Background: an optimization exercise with open tools, aiming at small area. Do not read the settings as production practice.
Function was checked by simulation only, so behaviour that the tests miss may differ from the original.
The flow treats the clock pin as an ideal source, which a real chip does not have.

PW:
Design neural_pipeline_top, start of the top module:
module neural_pipeline_top (
    input wire clk,
    input wire rst,
    input wire signed [15:0] raw_in,
    output wire signed [15:0] vel_out
);
==> flow/config.mk <==
export PLATFORM = sky130hd
export DESIGN_NAME = neural_pipeline_top
export DESIGN_NICKNAME = neural_pipeline_top
export VERILOG_FILES = /design/flow/design.v
export SDC_FILE = /design/flow/constraint.sdc
export NUM_CORES = 4
export LEC_CHECK = 0
export CAP_MARGIN = 20
export CORE_MARGIN = 2
export CORE_UTILIZATION = 70
export PLACE_DENSITY = 0.8
export SLEW_MARGIN = 20
export SYNTH_HIERARCHICAL = 1
==> flow/constraint.sdc <==
create_clock -name core_clock -period 25.0 [get_ports {clk}]
set_input_delay 5.0000 -clock core_clock [delete_from_list [all_inputs] [get_ports {clk}]]
set_output_delay 5.0000 -clock core_clock [all_outputs]
set_load 0.01 [all_outputs]
standard.sh (not shown) runs the stock make flow with config.mk's settings and CLKGATE_MAP_FILE= SYNTH_SCRIPT=/design/flow/synth_recipe.tcl, a recipe that flattens the netlist after the stock synthesis.
==> flow/flow/run.sh <==
#!/bin/bash
# The standard layout (standard.sh, with the standard synthesis unchanged)
# plus three changes:
#  1. after the standard synthesis, the combinational logic other than the
#     full-adder and tie cells is re-mapped by ABC with an area script
#     (flow/reabc.abc); flip-flops and their names are left as they are;
#  2. port buffers use the smallest buffer cell (buf_1);
#  3. clock tree synthesis uses clkbuf_8 and no dummy loads; afterwards
#     clock buffers are downsized to clkbuf_4 where the clock-pin slew
#     allows it (flow/cts_trim.tcl).
# Each tool's output goes to a log file of its own in this folder.
set -euo pipefail
export BUFFER_PORTS_ARGS="-buffer_cell sky130_fd_sc_hd__buf_1"
export CTS_ARGS="-sink_clustering_enable -repair_clock_nets -dont_use_dummy_load -buf_list sky130_fd_sc_hd__clkbuf_8"

R=orfs/results/${FLOW_PLATFORM}/neural_pipeline_top/base
LIB=${FLOW_HOME}/platforms/${FLOW_PLATFORM}/lib/sky130_fd_sc_hd__tt_025C_1v80.lib
YOSYS=${FLOW_HOME}/../tools/install/yosys/bin/yosys
[ -x "$YOSYS" ] || YOSYS=yosys

bash standard.sh synth > standard_synth.log 2>&1
cp $R/1_2_yosys.v 1_2_yosys_standard.v

DU=""
for c in probe_p_8 probec_p_8 lpflow_bleeder_1 lpflow_clkbufkapwr_1 lpflow_clkbufkapwr_16 \
  lpflow_clkbufkapwr_2 lpflow_clkbufkapwr_4 lpflow_clkbufkapwr_8 lpflow_clkinvkapwr_1 \
  lpflow_clkinvkapwr_16 lpflow_clkinvkapwr_2 lpflow_clkinvkapwr_4 lpflow_clkinvkapwr_8 \
  lpflow_decapkapwr_12 lpflow_decapkapwr_3 lpflow_decapkapwr_4 lpflow_decapkapwr_6 \
  lpflow_decapkapwr_8 lpflow_inputiso0n_1 lpflow_inputiso0p_1 lpflow_inputiso1n_1 \
  lpflow_inputiso1p_1 lpflow_inputisolatch_1 lpflow_isobufsrc_1 lpflow_isobufsrc_16 \
  lpflow_isobufsrc_2 lpflow_isobufsrc_4 lpflow_isobufsrc_8 lpflow_isobufsrckapwr_16 \
  lpflow_lsbuf_lh_hl_isowell_tap_1 lpflow_lsbuf_lh_hl_isowell_tap_2 \
  lpflow_lsbuf_lh_hl_isowell_tap_4 lpflow_lsbuf_lh_isowell_4 lpflow_lsbuf_lh_isowell_tap_1 \
  lpflow_lsbuf_lh_isowell_tap_2 lpflow_lsbuf_lh_isowell_tap_4; do
  DU="$DU -dont_use sky130_fd_sc_hd__$c"
done

cat > reabc.ys <<EOT
read_liberty -ignore_miss_func $LIB
setattr -mod -set keep_hierarchy 1 sky130_fd_sc_hd__fa_1 sky130_fd_sc_hd__conb_1 sky130_fd_sc_hd__dfxtp_1
read_verilog 1_2_yosys_standard.v
hierarchy -top ${FLOW_TOP}
flatten
opt -purge
abc -liberty $LIB $DU -script flow/reabc.abc
opt_clean -purge

splitnets
opt_clean -purge
tee -o reabc_stat.txt stat -liberty $LIB
select ${FLOW_TOP}
write_verilog -noattr -nohex -nodec -selected $R/1_2_yosys.v
EOT
$YOSYS -s reabc.ys > reabc.log 2>&1

bash standard.sh cts > standard_to_cts.log 2>&1
OPENROAD=${FLOW_HOME}/../tools/install/OpenROAD/bin/openroad
[ -x "$OPENROAD" ] || OPENROAD=openroad
export R LIB
$OPENROAD -no_init -exit flow/cts_trim.tcl > cts_trim.log 2>&1

bash standard.sh > standard.log 2>&1
Other scripts of this flow, unchanged in this note and not shown: flow/flow/cts_trim.tcl, flow/flow/reabc.abc
diff inputs: PW => MS
--- a/flow/design.v
+++ b/flow/design.v
@@ -1295,41 +1295,44 @@
     always @(posedge clk) begin
         if (rst)
             timer <= 0;
         else if (!idle)
             timer <= timer ^ tbw[4:0];
         else if (below && above)
             timer <= 5'd20;
     end
-    reg [10:0] u;
-    wire [11:0] uc;
-    assign uc[0] = 1'b1;
-    generate for (i = 0; i < 11; i = i + 1) begin : g_inc
-        assign uc[i+1] = uc[i] & u[i];
-    end endgenerate
-    wire u_last = (u == 11'd1499);
-    wire u_zero = (u == 11'd0);         
-    wire upd = (u == 11'd1);            
+    reg [3:0] lo;
+    reg [6:0] b;
+    wire b0 = (b == 7'd0);
+    wire b93 = (b == 7'd39);
+    wire lo15 = &lo;
+    wire upd = b93 & lo15;                        
+    wire u_zero = b93 & (lo == 4'd14);            
+    wire u_last = b93 & (lo == 4'd13);            
+    wire [3:0] lo_inc = lo + 4'd1;
     reg done;
     wire wend = S[6] & S[5] & S[1] & S[0];         
     always @(posedge clk) begin
         if (rst) begin
-            u <= 11'd1;
+            lo <= 4'd15;
+            b <= 7'd39;
             done <= 1'b0;
         end else begin
-            u <= u_last ? 11'd0 : (u ^ uc[10:0]);
+            lo <= (lo15 & b93) ? 4'd4 : lo_inc;
+            if (lo15)
+                b <= b93 ? 7'd0 : {b[5:0], ~(b[6] ^ b[5])};
             if (u_zero && wend)
                 done <= 1'b1;
         end
     end
     wire sp = done & spike;
-    wire pwin = (u[10:4] == 7'd0);                
-    wire mult = done & pwin & (u[3] | u[2]);      
-    wire kbit = ~u[1] | (u[3] & u[2]);            
+    wire pwin = b0 | (b93 & (lo[3:1] == 3'b111));  
+    wire mult = done & b0;                        
+    wire kbit = ~lo[1] | (lo[3] & lo[2]);         
     reg pending;
     wire add = ~pwin & ~u_last & ~over & (sp | pending);
     always @(posedge clk) begin
         if (rst)
             pending <= 1'b0;
         else
             pending <= pwin & (pending | sp);
     end
Notes after the runs:
Diff PW and MS: met3 track demand over resource in global routing lower in MS
First-iteration DRC count (PW / MS): 1.3
On sequential share of layout area, PW and MS are neck and neck.
MS: headroom to the max-slew limit is 21 points higher than what PW reported.
PW and MS ended up with nearly the same longest individual stage delay on the worst path.
Number of global-route vias before repair essentially unchanged between PW and MS.
Diff PW and MS: global-route usage over all layers higher in PW
Measured against each other, PW and MS differ in via total after detailed routing, the lower figure coming from MS.
Setup slack delta for MS relative to PW: 0.10 ns higher
Looking at PW and MS, the die area is a wash.

## separate check: timing with driven ports
In the flow no input, the clock included, has a driving cell. The finished layouts below were timed again as built, in two steps. Step 1: set_driving_cell puts a clkbuf_16 on clk and a buf_2 on each other input, an assumption about the parent block. Step 2, shift: input delay + t, output delay - t, t = (earliest + latest rising clock arrival at the registers) / 2. This alone moves slack from input paths to output paths. Three values: ideal ports, drivers, drivers and shift; two values: the first two.
run | t (ns) | setup slack, ns | hold slack, ns | worst setup path at the end | pins driven straight from the clock port
PW | 0.591 | 4.642 / 4.657 / 4.066 | 0.419 / 0.419 / 0.419 | input to register | 1
MS | 0.585 | 4.744 / 4.756 / 4.171 | 0.442 / 0.442 / 0.442 | input to register | 1
After both steps every run listed still meets setup and hold. The setup slack of PW, which loses most, moves by +0.015 ns with the drivers and by -0.576 ns with both steps.
